From an optimization exercise on the open Yosys and OpenROAD flow, aimed at small area and a short achievable clock period; shortcuts taken in it are not production practice.
At most, simulation tests tie the RTL to the original design; equivalence was not proved.
For runs 1 to 4, only the layout was checked, not whether the RTL still works.
No activity file was given, so power comes from the tool's default toggle rates.

==> flow/design.v, too long to show whole: its modules and the start of the top module <==
// module AdderPair: 28 lines
// module Comparator: 6 lines
// module PAdd: 51 lines
// module CellAO21: 3 lines
// module CellAND2: 3 lines
// module CellXOR2: 3 lines
// module CellNOR2: 3 lines
// module Counter: 16 lines
// module FA: 7 lines
// module HA: 7 lines
// module Multiply16x16: 1410 lines
// module Multiply8x8: 369 lines
// module Tree8x8: 299 lines
// module MuxMod: 14 lines
// module PathSegment: 22 lines
// module ChipLevel: 23 lines
module ChipLevel (
   input  logic [15:0] data16_a, data16_b, data16_c, data16_d,
   input  logic [7:0] din_a, din_b,
   input  logic [1:0] sel,
   input  logic clk, cin, rst, start,
   input  logic s1, s2, op,
   output logic [15:0] mux_out, regout,
   output logic [31:0] m32_out,
   output logic cout1, cout2, comp_out1, comp_out2
);
  // ...
==> flow/flow/run.sh <==
#!/bin/bash
# Layout flow: the standard one, except that synthesis keeps the design's FA
# modules as the library's full-adder cell (flow/synth_fa.tcl) and leaves the
# remaining logic to ABC without re-extracting adders from it.  The
# registers must come out exactly as in the standard synthesis (same names
# and cell types); if they do not, the standard synthesis is used instead.
set -uo pipefail
R=orfs/results/$FLOW_PLATFORM/ChipLevel/base

bash standard.sh synth > std_synth.log 2>&1 || exit 1
cp $R/1_2_yosys.v std_1_2_yosys.v

# 2. the synthesis with full-adder cells, in a work folder of its own
MK=$(sed -n 's/^make -C \S* \(.*\) "\${@:-finish}"$/\1/p' standard.sh | sed 's|WORK_HOME=\S*||; s|SYNTH_SCRIPT=\S*||')
read -ra MKARGS <<< "$MK"
make -C "$FLOW_HOME" "${MKARGS[@]}" WORK_HOME="$PWD/orfs_fa" SYNTH_SCRIPT="$PWD/flow/synth_fa.tcl" \
  "SYNTH_KEEP_MODULES=FA HA CellAO21 CellAND2 CellXOR2 CellNOR2" "ADDER_MAP_FILE=" synth > fa_synth.log 2>&1
ok=$?
if [[ $ok -eq 0 ]] && python3 flow/same_regs.py std_1_2_yosys.v orfs_fa/results/$FLOW_PLATFORM/ChipLevel/base/1_2_yosys.v > regs_check.log 2>&1; then
  echo "using the full-adder synthesis" > synth_choice.log
  cp orfs_fa/results/$FLOW_PLATFORM/ChipLevel/base/1_2_yosys.v $R/1_2_yosys.v
  rm -f $R/1_synth.odb $R/1_synth.sdc
else
  echo "using the standard synthesis (fa synth exit $ok)" > synth_choice.log
fi

# 3. the rest of the standard flow, with the ORFS settings in flow/make_args.txt
EXTRA=()
if [[ -f flow/make_args.txt ]]; then
  while read -r line; do [[ -n "$line" && "$line" != \#* ]] && EXTRA+=("$line"); done < flow/make_args.txt
fi
bash standard.sh finish "${EXTRA[@]}" > std_finish.log 2>&1
==> flow/flow/same_regs.py <==
"""Exit 0 if two netlists have the same flip-flops (instance names and cell types)."""
import re, sys

def regs(path):
    txt = open(path).read()
    return sorted(re.findall(r'(sky130_fd_sc_hd__(?:df|edf|sdf|dl)\w*)\s+(\S+)\s*\(', txt))

a, b = regs(sys.argv[1]), regs(sys.argv[2])
print(len(a), "registers in the standard synthesis,", len(b), "in the other")
if a != b or not a:
    print("differ:", sorted(set(a) ^ set(b))[:20])
    sys.exit(1)
print("same")
==> flow/flow/synth_fa.tcl <==
# synth_recipe.tcl with one change: the small gate modules of the design (FA,
# HA and the Cell* gates), kept as hierarchy through SYNTH_KEEP_MODULES,
# become the library's matching cells instead of being flattened and
# re-synthesized, so the adders keep the structure the RTL gives them.
proc synth {args} { yosys synth -nofsm -noshare {*}$args }
source $::env(SCRIPTS_DIR)/synth.tcl
foreach {m c} {
  FA       sky130_fd_sc_hd__fa_1
  HA       sky130_fd_sc_hd__ha_1
  CellAO21 sky130_fd_sc_hd__a21o_1
  CellAND2 sky130_fd_sc_hd__and2_1
  CellXOR2 sky130_fd_sc_hd__xor2_1
  CellNOR2 sky130_fd_sc_hd__nor2_1
} {
  if {[lsearch -exact $::env(SYNTH_KEEP_MODULES) $m] >= 0} {
    chtype -set $c t:$m
    delete $m
  }
}
# left out here: clear keep_hierarchy, flatten, clean up, hide names made inside functions
tee -o $::env(REPORTS_DIR)/synth_stat_fa.txt stat {*}$lib_args
# left out here: write 1_2_yosys.v
==> flow/standard.sh <==
#!/bin/bash
# synth_recipe.tcl (not shown) runs the flow's synth.tcl, then flattens the netlist and writes it again
# the make line also repeats each setting of config.mk as NAME=value (left out here)
make -C /OpenROAD-flow-scripts/flow DESIGN_CONFIG=/design/flow/config.mk WORK_HOME=/design/flow/orfs CLKGATE_MAP_FILE= SYNTH_SCRIPT=/design/flow/synth_recipe.tcl "${@:-finish}"
==> flow/config.mk <==
export PLATFORM = sky130hd
export DESIGN_NAME = ChipLevel
export DESIGN_NICKNAME = ChipLevel
export VERILOG_FILES = /design/flow/design.v
export SDC_FILE = /design/flow/constraint.sdc
export NUM_CORES = 4
export LEC_CHECK = 0
export CAP_MARGIN = 20
export CORE_MARGIN = 2
export CORE_UTILIZATION = 60
export SETUP_SLACK_MARGIN = 3.3
export SLEW_MARGIN = 20
==> flow/constraint.sdc <==
create_clock -name core_clock -period 8.0 [get_ports {clk}]
set_input_delay 1.6000 -clock core_clock [delete_from_list [all_inputs] [get_ports {clk}]]
set_output_delay 1.6000 -clock core_clock [all_outputs]
set_load 0.01 [all_outputs]
==> impl_metrics.json, run 1 <==
{
  "status": "no timing/DRC/antenna violations",
  "crit_chain": "dlygate4sd2_1 > nand2_1 > fa_1 > fa_1 > fa_1 > fa_1 > fa_1",
  "drv_slew": 0,
  "grt.busiest_layer": "met2",
  "seq_area_um2": 4600,
  "period_needed_ps": 4640,
  "drive_above_1_share_pct": 9.17,
  "path_clk_slew_ps": 60,
  "p_comb_share_pct": 61.5,
  "final_nets": 2274,
  "drv_cap": 0,
  "finalPower_mw": 7.45,
  "met3_length_um": 2640,
  "critPathArrivalTime_ps": 5060,
  "holdPathStages": 0,
  "syn-cell-area_um2": 17800,
  "r2r_end": "u7.REGOUT[15]$_DFF_P_",
  "cts_made_buffers": 26,
  "multi_input_area_share_pct": 62.0,
  "first_pass_iters": 5,
  "rows": 63,
  "insertion_delay_ps": 550,
  "cts_tree": "yes",
  "cp-startpoint": "data16_b[4]",
  "drc_errors": 0,
  "cts.path.max_buffers": 3,
  "num_vias": 12700,
  "crit_required_ps": 8420,
  "grt_overflow": 0,
  "fp.dieArea_um2": 31000,
  "cp_top_family": "adder cells",
  "tap_cells": 390,
  "clkCellAreaFrac_pct": 4.57,
  "fin_util_pct": 70.4,
  "gr-usage-met1_pct": 35.7
}
==> run 2: changes to the inputs <==
--- a/flow/config.mk
+++ b/flow/config.mk
@@ -8,5 +8,5 @@
 export CAP_MARGIN = 20
 export CORE_MARGIN = 2
 export CORE_UTILIZATION = 60
-export SETUP_SLACK_MARGIN = 3.3
+export SETUP_SLACK_MARGIN = 2.8
 export SLEW_MARGIN = 20
==> impl_metrics.json, run 2 <==
{
  "status": "no timing/DRC/antenna violations",
  "cp-start-kind": "register",
  "critical_path_class": "register to output port",
  "tightestPinTransition_ps": 1020,
  "crit_required_ps": 6400,
  "fin_util_pct": 70.2,
  "postSynthCellCount": 1751,
  "reg2reg_slack_ps": 3670,
  "fp.dieArea_um2": 31000,
  "cts_made_buffers": 26,
  "slew_headroom_pct": 31.6,
  "first_pass_iters": 5,
  "r2r_cells": 13,
  "p_sw_mw": 2.86,
  "drive_above_1_share_pct": 7.30,
  "grt_pass1_vias": 13500,
  "gp_congestion": 0.842,
  "final-hold-violation-count": 0,
  "drc_errors": 0,
  "finalSetupViolCount": 0,
  "path_clk_slew_ps": 60,
  "holdBufCountCts": 0,
  "pre_cts_slack_ps": 2460,
  "rows": 63,
  "tns_ps": 0,
  "p_int_mw": 4.60,
  "htreeDepth": 1,
  "track_usage_pct": 27.3,
  "initial_core_util_pct": 60.5,
  "cp_max_fo": 16,
  "crit_path_max_incr_delay_ps": 580,
  "layout_common_cells": "nand2_1 (395), fa_1 (276), dfxtp_1 (182), clkdlybuf4s50_1 (154), a21o_1 (154)",
  "crit_chain": "fa_1 > xor2_1 > and2_1 > and2_1 > and2_1 > a21o_4 > a21o_1 > xor2_1 > clkdlybuf4s50_1",
  "worst_r2r_startpoint": "u7.ADATA[0]$_DFFE_PP_",
  "cp_top_family": "buffers and inverters",
  "die_h_um": 176,
  "drv_slew": 0,
  "fin_skew_ps": 16.1,
  "routed_wirelength_um": 40400,
  "worst-path-buf-inv": 1,
  "io_buffers": 156,
  "seq_area_um2": 4600,
  "rsz0062_at_grt": "yes",
  "finalWorstSetupSlack_ps": 2950,
  "num_io_pins": 157,
  "drv_cap": 0,
  "insertion_delay_ps": 550,
  "syn2layout_area_growth_pct": 16.0,
  "final_nets": 2267,
  "powerDensity_nw_per_um2": 362,
  "multi_input_area_um2": 12700,
  "num_vias": 12700,
  "grt_overflow": 0,
  "path_common_cell": "and2_1",
  "end_kind": "output port",
  "antenna_found_initial": 0,
  "sequentialPowerShare_pct": 21.4,
  "holdPathStages": 0,
  "period_needed_ps": 5050,
  "min_to": "u1.ad16[2]$_DFF_P_",
  "core_area_um2": 29400,
  "cts_num_sinks": 214,
  "critPathArrivalTime_ps": 3450,
  "ant_nets": 0,
  "mostFrequentLayoutCell": "nand2_1",
  "cp_slowest_cell": "clkdlybuf4s50_1",
  "period_share_pct": 63.1,
  "antenna_cells": 0,
  "switching_share_pct": 38.3,
  "r2r_end": "u7.REGOUT[15]$_DFF_P_",
  "p_comb_share_pct": 61.6,
  "viasPerCell": 5.55,
  "ctsRootBufferMaster": "clkbuf_16",
  "yosysWarnings": 6,
  "syn-cell-area_um2": 17800,
  "dieWidth_um": 176,
  "min-delay-start": "u1.lo1[2]$_DFF_P_",
  "cts.path.max_buffers": 3,
  "drt_iter0_drc": 795,
  "syn_area_per_cell_um2": 10.2,
  "ir_drop_v": 0.000246,
  "fillCellCount": 2252,
  "wl_per_cell_um": 17.7,
  "grt_pass1_wl_um": 67300,
  "clockPowerShare_pct": 17.0,
  "place_hpwl_um": 29400,
  "grt_max_degree": 40,
  "hp-class": "register to register",
  "cts_tree": "yes",
  "leakagePower_nw": 8.87,
  "max_clock_freq_mhz": 198
}
-- run 2: cell type report --
class	instances	share of cell area, %
Clock buffer	37	3.81
Inverter	31	0.564
Sequential cell	214	22.3
Clock inverter	11	0.770
Timing Repair Buffer	180	8.44
Multi-Input combinational cell	1417	61.7
Tap cell	390	2.36
-- run 2: worst max path at each step --
stage / from / to / slack [ps] / cells past startpoint
4_1_cts: u5.q0_16$_DFF_P_ / m32_out[30] / 2830 / 9
2_1_floorplan: data16_a[0] / u5.q2_17$_DFF_P_ / 3310 / 8
3_3_place_gp: sel[0] / mux_out[13] / 2470 / 3
5_1_grt: u5.q0_8$_DFF_P_ / m32_out[17] / 2770 / 9
6_report: u5.q0_8$_DFF_P_ / m32_out[17] / 2950 / 9
3_5_place_dp: sel[0] / mux_out[12] / 2460 / 3
-- run 2: repair_timing --
action / in CTS / in global routing
pin swaps: 0 / 1
setup buffers: 0 / 2
endpoints found under the setup margin: 32 / 12
gates resized for setup: 7 / 7
-- run 2: metal layers --
layer,vias to the layer above,GRT usage [%],share of wire [%]
met2,452,47.4,50
met4,0,6.96,2.1
met1,6351,35.8,41
met3,67,4.69,6.8
li1,5784,-,-
met5,-,0,0
-- run 2: stage by stage --
step | cells | total power, mW | instance area, um^2 | hold slack [ps]
2_1_floorplan | 1780 | 4.52 | 17900 | 310
3_3_place_gp | 2230 | 6.09 | 19600 | 312
3_5_place_dp | 2230 | 6.15 | 19600 | 314
4_1_cts | 2278 | 7.47 | 20600 | 328
5_1_grt | 2280 | 8.08 | 20600 | 331
6_report | 2280 | 7.47 | 20600 | 326
-- run 2: power by group through the flow --
stage / logic, mW / clock network, mW / registers [mW]
6_report: 4.60 / 1.27 / 1.60
5_1_grt: 5.12 / 1.33 / 1.63
4_1_cts: 4.58 / 1.29 / 1.60
3_5_place_dp: 4.53 / 0 / 1.62
3_3_place_gp: 4.47 / 0 / 1.61
2_1_floorplan: 2.95 / 0 / 1.57
==> run 3: changes to the inputs <==
--- a/flow/config.mk
+++ b/flow/config.mk
@@ -8,5 +8,5 @@
 export CAP_MARGIN = 20
 export CORE_MARGIN = 2
 export CORE_UTILIZATION = 60
-export SETUP_SLACK_MARGIN = 2.8
+export SETUP_SLACK_MARGIN = 3.6
 export SLEW_MARGIN = 20
==> impl_metrics.json, run 3 <==
{
  "status": "no timing/DRC/antenna violations",
  "wl_per_cell_um": 18.4,
  "r2r_cells": 13,
  "ctsRootBufferMaster": "clkbuf_16",
  "gp_congestion": 0.828,
  "cts_num_sinks": 214,
  "cp-start-kind": "register",
  "grt_max_degree": 40,
  "first_pass_iters": 5,
  "ir_drop_v": 0.000230,
  "cts_made_buffers": 25,
  "layout_common_cells": "nand2_1 (395), fa_1 (269), dfxtp_1 (178), a21o_1 (150), xor2_1 (125)",
  "max_clock_freq_mhz": 217,
  "crit_required_ps": 6400,
  "insertion_delay_ps": 530,
  "syn_area_per_cell_um2": 10.2,
  "antenna_found_initial": 0,
  "ant_nets": 0,
  "rsz0062_at_grt": "yes",
  "drt_iter0_drc": 751,
  "htreeDepth": 1,
  "die_h_um": 176,
  "grt_pass1_wl_um": 67700,
  "cp.depth": 9,
  "cp_max_fo": 8,
  "grt_overflow": 0,
  "viasPerCell": 5.55,
  "holdWs_ps": 323,
  "num_vias": 12800,
  "fin_skew_ps": 5.12,
  "fp.dieArea_um2": 31000,
  "drive_above_1_share_pct": 12.6,
  "final_nets": 2301,
  "routed_wirelength_um": 42600,
  "finalWorstSetupSlack_ps": 3380,
  "holdBufCountCts": 0,
  "yosysWarnings": 6,
  "num_io_pins": 157,
  "pre_cts_slack_ps": 2470,
  "tns_ps": 0,
  "seq_area_um2": 4610,
  "track_usage_pct": 27.8,
  "path_common_cell": "a21o_1",
  "critical_path_class": "register to output port",
  "worst-path-buf-inv": 1,
  "syn-cell-area_um2": 17800,
  "initial_core_util_pct": 60.5,
  "drv_cap": 0,
  "tightestPinTransition_ps": 741,
  "holdPathStages": 0,
  "finalPower_mw": 7.54,
  "critPathArrivalTime_ps": 3020,
  "drc_errors": 0,
  "finalSetupViolCount": 0,
  "cts_tree": "yes",
  "period_needed_ps": 4620,
  "powerDensity_nw_per_um2": 357,
  "dieWidth_um": 176,
  "end_kind": "output port",
  "period_share_pct": 57.7,
  "place_hpwl_um": 30100,
  "syn2layout_area_growth_pct": 18.6,
  "fin_util_pct": 71.8,
  "io_buffers": 156,
  "path_clk_slew_ps": 60,
  "crit_chain": "fa_1 > xor2_2 > a21o_1 > a21o_1 > a21o_4 > a21o_4 > a21o_1 > xor2_2 > buf_2",
  "multi_input_area_um2": 12900,
  "cp_slowest_cell": "fa_1",
  "slew_headroom_pct": 50.5,
  "mostFrequentLayoutCell": "nand2_1",
  "core_area_um2": 29400,
  "cp_top_family": "compound AO/OA/AOI/OAI gates",
  "crit_path_max_incr_delay_ps": 530,
  "cts.path.max_buffers": 3,
  "final-hold-violation-count": 0,
  "antenna_cells": 0,
  "drv_slew": 0,
  "grt_pass1_vias": 13400,
  "rows": 63,
  "fillCellCount": 2194,
  "postSynthCellCount": 1751,
  "leakagePower_nw": 9.13,
  "hp-class": "register to register"
}
[run 3: worst paths after layout]
check	from	end	slack [ps]
max	u5.q2_11$_DFF_P_	m32_out[20]	3380
min	u1.lo1[5]$_DFF_P_	u1.ad16[5]$_DFF_P_	320
max reg2reg	u7.ADATA[2]$_DFFE_PP_	u7.REGOUT[15]$_DFF_P_	3780
min reg2reg	u1.lo1[5]$_DFF_P_	u1.ad16[5]$_DFF_P_	320
[run 3: timing repair]
item / in CTS / in global routing
pin swaps: 16 / 25
gates resized for setup: 182 / 56
setup endpoints to repair: 64 / 36
setup buffers: 6 / 31
cloned: 1 / 0
[run 3: power breakdown]
part	switching, mW	internal, mW	total, mW
Combinational	2.44	2.31	4.75
Sequential	0.187	1.41	1.60
Clock	0.464	0.721	1.19
Total	3.09	4.45	7.54
[run 3: per-layer routing]
layer  global-route usage [%]  wire length [um]  vias to the layer above
li1                         -                 -                     5837
met1                     36.1             17100                     6379
met2                     47.5             21000                      532
met3                     5.62              3270                       89
met4                     7.85              1190                        2
met5                     2.40                96                        -
[run 3: layout make-up]
class / count / share of cell area [%]
Inverter: 31 / 0.551
Tap cell: 390 / 2.31
Clock buffer: 31 / 3.31
Sequential cell: 214 / 21.8
Timing Repair Buffer: 214 / 9.82
Multi-Input combinational cell: 1418 / 61.3
Clock inverter: 15 / 0.824
[run 3: stage by stage]
stage / instance area (um^2) / std cells
detailed placement: 19600 / 2229
floorplan: 18000 / 1780
global placement: 19600 / 2229
CTS: 20600 / 2282
global route: 21100 / 2313
finish: 21100 / 2313
==> run 4: changes to the inputs <==
==> flow/flow/make_args.txt (new file) <==
BUFFER_PORTS_ARGS=-buffer_cell sky130_fd_sc_hd__buf_1
--- a/flow/config.mk
+++ b/flow/config.mk
@@ -8,5 +8,5 @@
 export CAP_MARGIN = 20
 export CORE_MARGIN = 2
 export CORE_UTILIZATION = 60
-export SETUP_SLACK_MARGIN = 3.6
+export SETUP_SLACK_MARGIN = 3.3
 export SLEW_MARGIN = 20
==> impl_metrics.json, run 4 <==
{
  "end_kind": "output port",
  "worst_r2r_startpoint": "u7.BDATA[6]$_DFFE_PP_",
  "postSynthCellCount": 1751,
  "p_sw_mw": 2.94,
  "reg2reg_slack_ps": 3610,
  "core_area_um2": 29400,
  "period_share_pct": 58.0,
  "cp-start-kind": "register",
  "io_buffers": 156,
  "rows": 63,
  "grt_pass1_wl_um": 66500,
  "place_hpwl_um": 29600,
  "drv_cap": 0,
  "crit_path_max_incr_delay_ps": 530,
  "mostFrequentLayoutCell": "nand2_1",
  "critPathArrivalTime_ps": 3040,
  "cp_top_family": "compound AO/OA/AOI/OAI gates",
  "fillCellCount": 2347,
  "drc_errors": 0,
  "crit_required_ps": 6400,
  "syn-cell-area_um2": 17800,
  "finalSetupViolCount": 0,
  "insertion_delay_ps": 540,
  "tightestPinTransition_ps": 1060,
  "initial_core_util_pct": 60.5,
  "r2r_end": "u7.REGOUT[15]$_DFF_P_",
  "antenna_cells": 0,
  "drv_slew": 0,
  "wl_per_cell_um": 17.9,
  "layout_common_cells": "nand2_1 (395), fa_1 (276), dfxtp_1 (182), a21o_1 (152), buf_1 (144)",
  "num_vias": 12600,
  "holdPathStages": 0,
  "min_to": "u1.ad16[3]$_DFF_P_",
  "slew_headroom_pct": 29.6,
  "cts_tree": "yes",
  "routed_wirelength_um": 40900,
  "cts_num_sinks": 214,
  "crit_chain": "fa_1 > xor2_2 > and2_1 > a21o_1 > a21o_4 > a21o_4 > a21o_1 > xor2_1 > buf_2",
  "cts.path.max_buffers": 3,
  "clockPowerShare_pct": 18.7,
  "ir_drop_v": 0.000264,
  "final_nets": 2277,
  "first_pass_iters": 5,
  "cts_made_buffers": 26,
  "max_clock_freq_mhz": 216,
  "hp-class": "register to register",
  "period_needed_ps": 4640,
  "p_int_mw": 4.13,
  "finalPower_mw": 7.07,
  "path_clk_slew_ps": 60,
  "grt_overflow": 0,
  "fin_skew_ps": 14.0,
  "fp.dieArea_um2": 31000,
  "leakagePower_nw": 8.56,
  "drive_above_1_share_pct": 9.00,
  "rsz0062_at_grt": "yes",
  "r2r_cells": 13,
  "sequentialPowerShare_pct": 22.5,
  "yosysWarnings": 6,
  "critical_path_class": "register to output port",
  "cp-startpoint": "u5.q0_10$_DFF_P_",
  "gp_congestion": 0.814,
  "holdBufCountCts": 0,
  "worst-path-buf-inv": 1,
  "status": "no timing/DRC/antenna violations",
  "switching_share_pct": 41.6,
  "drt_iter0_drc": 625,
  "num_io_pins": 157,
  "ant_nets": 0,
  "die_h_um": 176,
  "antenna_found_initial": 0,
  "cp_slowest_cell": "fa_1",
  "powerDensity_nw_per_um2": 356,
  "p_comb_share_pct": 58.8,
  "cp_max_fo": 8,
  "grt_pass1_vias": 13400,
  "ctsRootBufferMaster": "clkbuf_16",
  "dieWidth_um": 176,
  "syn_area_per_cell_um2": 10.2,
  "track_usage_pct": 27.0,
  "final-hold-violation-count": 0,
  "syn2layout_area_growth_pct": 11.8,
  "htreeDepth": 1,
  "min-delay-start": "u1.lo1[3]$_DFF_P_",
  "tns_ps": 0,
  "grt_max_degree": 40,
  "viasPerCell": 5.52
}
[run 4: cell types whose count changed in the layout (fill, tap and decap cells not counted), moves of 8 or more]
cell	before	now
buf_1	0	144
buf_2	19	7
buf_6	8	0
clkdlybuf4s50_1	110	0
clkdlybuf4s15_2	13	0
buf_12	8	0
[run 4: repair_timing]
action / in CTS / in global routing
resized for setup: 3 / 39
buffers inserted: 0 / 2
gates cloned: 0 / 1
pin swaps: 0 / 4
setup endpoints to repair: 16 / 16
[run 4: how the worst max path moves through the flow]
| stage | endpoint | slack (ps) | cells after the start |
|---|---|---|---|
| after floorplan | u5.q2_17$_DFF_P_ | 3310 | 8 |
| after global placement | u5.q2_17$_DFF_P_ | 2850 | 7 |
| after detailed placement | u5.q2_17$_DFF_P_ | 2790 | 7 |
| after CTS | m32_out[17] | 3290 | 9 |
| after global routing | m32_out[17] | 3250 | 9 |
| final | m32_out[17] | 3360 | 9 |
[run 4: cell type report]
type,count,area [um^2],share of cell area (%)
multi-input combinational,1418,12800,64.5
inverter,31,116,0.585
clock buffer,34,773,3.89
clock inverter,14,220,1.11
sequential,214,4600,23.2
tap,390,488,2.45
timing repair buffer,189,853,4.29
[run 4: power groups by stage]
stage	Clock (mW)	Sequential, mW	Combinational [mW]
after floorplan	0	1.57	2.95
after global placement	0	1.61	3.83
after detailed placement	0	1.61	3.90
after CTS	1.35	1.59	3.93
after global routing	1.39	1.63	4.65
final	1.32	1.59	4.16
[run 4: metrics by stage]
stage,utilization (%),hold WS (ps),cells,instance area [um^2],setup slack (ps)
finish,67.6,327,2290,19900,3360
global route,67.6,334,2290,19900,3250
CTS,67.1,328,2287,19700,3290
detailed placement,63.7,314,2239,18700,2790
global placement,63.7,310,2239,18700,2850
floorplan,-,310,1780,17900,3310
[run 4: worst register-to-register path: stages, from the launching register on]
cell and delay (ps):
edfxtp_1 590, nand2_1 140, fa_1 470, fa_1 390
fa_1 460, fa_1 390, fa_1 500, mux2i_1 80
ha_1 350, a21o_1 200, a21o_1 230, a21o_1 190
a21o_1 170, xor2_1 140
[run 4: per-layer routing]
layer,global-route usage (%),wire (um),up-vias
li1,-,-,5798
met1,35.1,16900,6389
met2,47.7,20500,375
met3,3.96,2540,78
met4,6.99,1020,0
met5,0,0,-
==> module PAdd, before the edit <==
module PAdd #(
  parameter int W = 16,
  parameter bit INV = 0,
  parameter bit HAS_CI = 1
  ) (
  input  logic [W-1:0] a, b,
  input  logic         ci,
  output logic [W-1:0] s,
  output logic         co
  );
  localparam int OFF = HAS_CI ? 1 : 0;   
  localparam int N = W + OFF;
  localparam int L = $clog2(N);
  logic [N*(L+1)-1:0] g, p;
  if (HAS_CI) begin : c
    assign g[0] = ci;
    assign p[0] = 1'b0;
  end
  for (genvar i = OFF; i < N; i++) begin : gp
    if (INV) begin : n
      CellNOR2 u_g (.A(a[i-OFF]), .B(b[i-OFF]), .Y(g[i]));
      CellXOR2 u_p (.A(a[i-OFF]), .B(b[i-OFF]), .X(p[i]));
    end else begin : t
      HA u_gp (.A(a[i-OFF]), .B(b[i-OFF]), .COUT(g[i]), .SUM(p[i]));
    end
  end
  for (genvar l = 0; l < L; l++) begin : lvl
    for (genvar i = 0; i < N; i++) begin : bit_
      if ((i >> l) & 1) begin : merge
        localparam int J = ((i >> l) << l) - 1;
        CellAO21 u_g (.A1(p[l*N+i]), .A2(g[l*N+J]), .B1(g[l*N+i]), .X(g[(l+1)*N+i]));
        if (((i >> (l+1)) << (l+1)) > 0) begin : pp
          CellAND2 u_p (.A(p[l*N+i]), .B(p[l*N+J]), .X(p[(l+1)*N+i]));
        end else begin : pz
          assign p[(l+1)*N+i] = 1'b0;    
        end
      end else begin : pass
        assign g[(l+1)*N+i] = g[l*N+i];
        assign p[(l+1)*N+i] = p[l*N+i];
      end
    end
  end
  for (genvar i = OFF; i < N; i++) begin : sum
    if (i == 0) begin : s0
      assign s[0] = p[0];
    end else begin : sn
      CellXOR2 u_s (.A(p[i]), .B(g[L*N+i-1]), .X(s[i-OFF]));
    end
  end
  assign co = g[L*N+N-1];
endmodule
==> run 5: changes to the inputs <==
--- a/flow/design.v
+++ b/flow/design.v
@@ -44,7 +44,7 @@
   );
   localparam int OFF = HAS_CI ? 1 : 0;   
   localparam int N = W + OFF;
-  localparam int L = $clog2(N);
+  localparam int L = (N > 32) ? 6 : (N > 16) ? 5 : (N > 8) ? 4 : (N > 4) ? 3 : (N > 2) ? 2 : 1;
   logic [N*(L+1)-1:0] g, p;
   if (HAS_CI) begin : c
     assign g[0] = ci;
removed: flow/flow/make_args.txt
==> impl_metrics.json, run 5 <==
{
  "grt_pass1_wl_um": 67400,
  "wl_per_cell_um": 17.8,
  "fin_util_pct": 70.4,
  "rows": 63,
  "finalWorstSetupSlack_ps": 3360,
  "num_vias": 12700,
  "stdcell_count": 2287,
  "gp_congestion": 0.842,
  "insertion_delay_ps": 550,
  "pre_cts_slack_ps": 2460,
  "path_common_cell": "fa_1",
  "min-delay-start": "u1.lo1[6]$_DFF_P_",
  "layout_common_cells": "nand2_1 (395), fa_1 (275), dfxtp_1 (182), a21o_1 (153), xor2_1 (129)",
  "drv_cap": 0,
  "drc_errors": 0,
  "cts.path.max_buffers": 3,
  "final-hold-violation-count": 0,
  "antenna_found_initial": 0,
  "postSynthCellCount": 1751,
  "cp_top_family": "adder cells",
  "cts_num_sinks": 214,
  "place_area_um2": 19600,
  "worst_r2r_startpoint": "u7.BDATA[6]$_DFFE_PP_",
  "stdcell_area_um2": 20700,
  "path_clk_slew_ps": 60,
  "finalPower_mw": 7.45,
  "max_clock_freq_mhz": 215,
  "syn_area_per_cell_um2": 10.2,
  "worst-path-buf-inv": 1,
  "cts_tree": "yes",
  "end_kind": "register",
  "ant_nets": 0,
  "ir_drop_v": 0.000246,
  "period_share_pct": 58.0,
  "critical_path_class": "input pin to register",
  "mostFrequentLayoutCell": "nand2_1",
  "core_area_um2": 29400,
  "fp.dieArea_um2": 31000,
  "ctsRootBufferMaster": "clkbuf_16",
  "track_usage_pct": 27.4,
  "crit_required_ps": 8420,
  "hp-class": "register to register",
  "cts_made_buffers": 26,
  "holdWs_ps": 326,
  "io_buffers": 156,
  "tns_ps": 0,
  "tightestPinTransition_ps": 1040,
  "status": "no timing/DRC/antenna violations",
  "rsz0062_at_grt": "yes",
  "slew_headroom_pct": 30.8,
  "routed_wirelength_um": 40700,
  "die_h_um": 176,
  "num_io_pins": 157,
  "crit_path_max_incr_delay_ps": 880,
  "cp_slowest_cell": "dlygate4sd2_1",
  "place_hpwl_um": 29400,
  "initial_core_util_pct": 60.5,
  "critPathArrivalTime_ps": 5060,
  "drive_above_1_share_pct": 9.17,
  "drt_iter0_drc": 789,
  "cp-startpoint": "data16_b[4]",
  "grt_pass1_vias": 13600,
  "grt_max_degree": 40,
  "antenna_cells": 0,
  "syn2layout_area_growth_pct": 16.3,
  "cp-start-kind": "input pin",
  "holdBufCountCts": 0,
  "reg2reg_slack_ps": 3670,
  "period_needed_ps": 4640,
  "crit_chain": "dlygate4sd2_1 > nand2_1 > fa_1 > fa_1 > fa_1 > fa_1 > fa_1",
  "first_pass_iters": 5,
  "dp.cells": 2230,
  "leakagePower_nw": 8.97,
  "dieWidth_um": 176,
  "powerDensity_nw_per_um2": 360,
  "htreeDepth": 1,
  "cp_max_fo": 18,
  "final_nets": 2274,
  "yosysWarnings": 6,
  "fin_skew_ps": 13.8,
  "grt_overflow": 0,
  "syn-cell-area_um2": 17800,
  "drv_slew": 0,
  "finalSetupViolCount": 0,
  "viasPerCell": 5.54
}
run 5: power by group:
part	internal, mW	leakage (nW)	switching (mW)
Clock	0.788	0.462	0.482
Sequential	1.41	1.85	0.186
Combinational	2.31	6.66	2.27
Total	4.51	8.97	2.94
run 5: worst reg2reg max path, delay by kind of cell, from the launching register on:
kind | cells | cell delay (ps)
mux | 1 | 70
xor+xnor | 1 | 140
fa+ha+maj | 6 | 2500
simple gates | 1 | 140
flops | 1 | 570
compound gates | 4 | 800
run 5: worst paths after layout:
check / endpoint / depth (start not counted)
hold reg to reg: u1.ad16[6]$_DFF_P_ / 0
setup / recovery: u5.q2_17$_DFF_P_ / 7
hold / removal: u1.ad16[6]$_DFF_P_ / 0
setup reg to reg: u7.REGOUT[15]$_DFF_P_ / 13
run 5: layer usage:
| layer | global-route usage, % | vias to the layer above | routed length, um |
|---|---|---|---|
| li1 | - | 5783 | - |
| met1 | 35.7 | 6376 | 16500 |
| met2 | 47.7 | 429 | 20600 |
| met3 | 4.78 | 76 | 2640 |
| met4 | 6.99 | 0 | 922 |
| met5 | 0 | - | 0 |
run 5: final cells by class:
cell class	instances	area [um^2]
Clock buffer	37	786
Timing Repair Buffer	187	1720
Sequential cell	214	4600
Multi-Input combinational cell	1417	12800
Inverter	31	116
Clock inverter	11	159
Fill cell	2240	8710
Tap cell	390	488
run 5: timing repair:
action / in CTS / in global routing
pin swaps: 5 / 3
setup buffers: 7 / 2
resized for setup: 76 / 34
endpoints found under the setup margin: 38 / 27

separate check: timing with driven ports:
The flow's constraints put no driver on any port. The routed layouts listed below were extracted and timed again, unchanged, in two steps. Step 1 sets driving cells, clkbuf_16 on the clock port and buf_2 on the other inputs (assumed; they add their load-dependent delay and slew). Step 2 times the ports against the registers' clock, not the clock port: input delays grow and output delays shrink by t, the midpoint of the rising clock arrivals with the driver on. a / b / c = ideal / step 1 / step 2; a / b = the first two.
| run | t (ns) | slack for setup (ns) | latest minus earliest clock arrival (ns) |
|---|---|---|---|
| run 1 | 0.588 | 3.359 / 3.356 / 2.804 | 0.020 / 0.020 |
| run 2 | 0.586 | 2.950 / 2.898 / 2.558 | 0.022 / 0.022 |
| run 3 | 0.573 | 3.383 / 3.333 / 3.039 | 0.009 / 0.009 |
| run 4 | 0.583 | 3.361 / 3.311 / 2.871 | 0.019 / 0.019 |
| run 5 | 0.588 | 3.359 / 3.356 / 2.804 | 0.020 / 0.020 |
After both steps setup and hold are still met in every run listed.
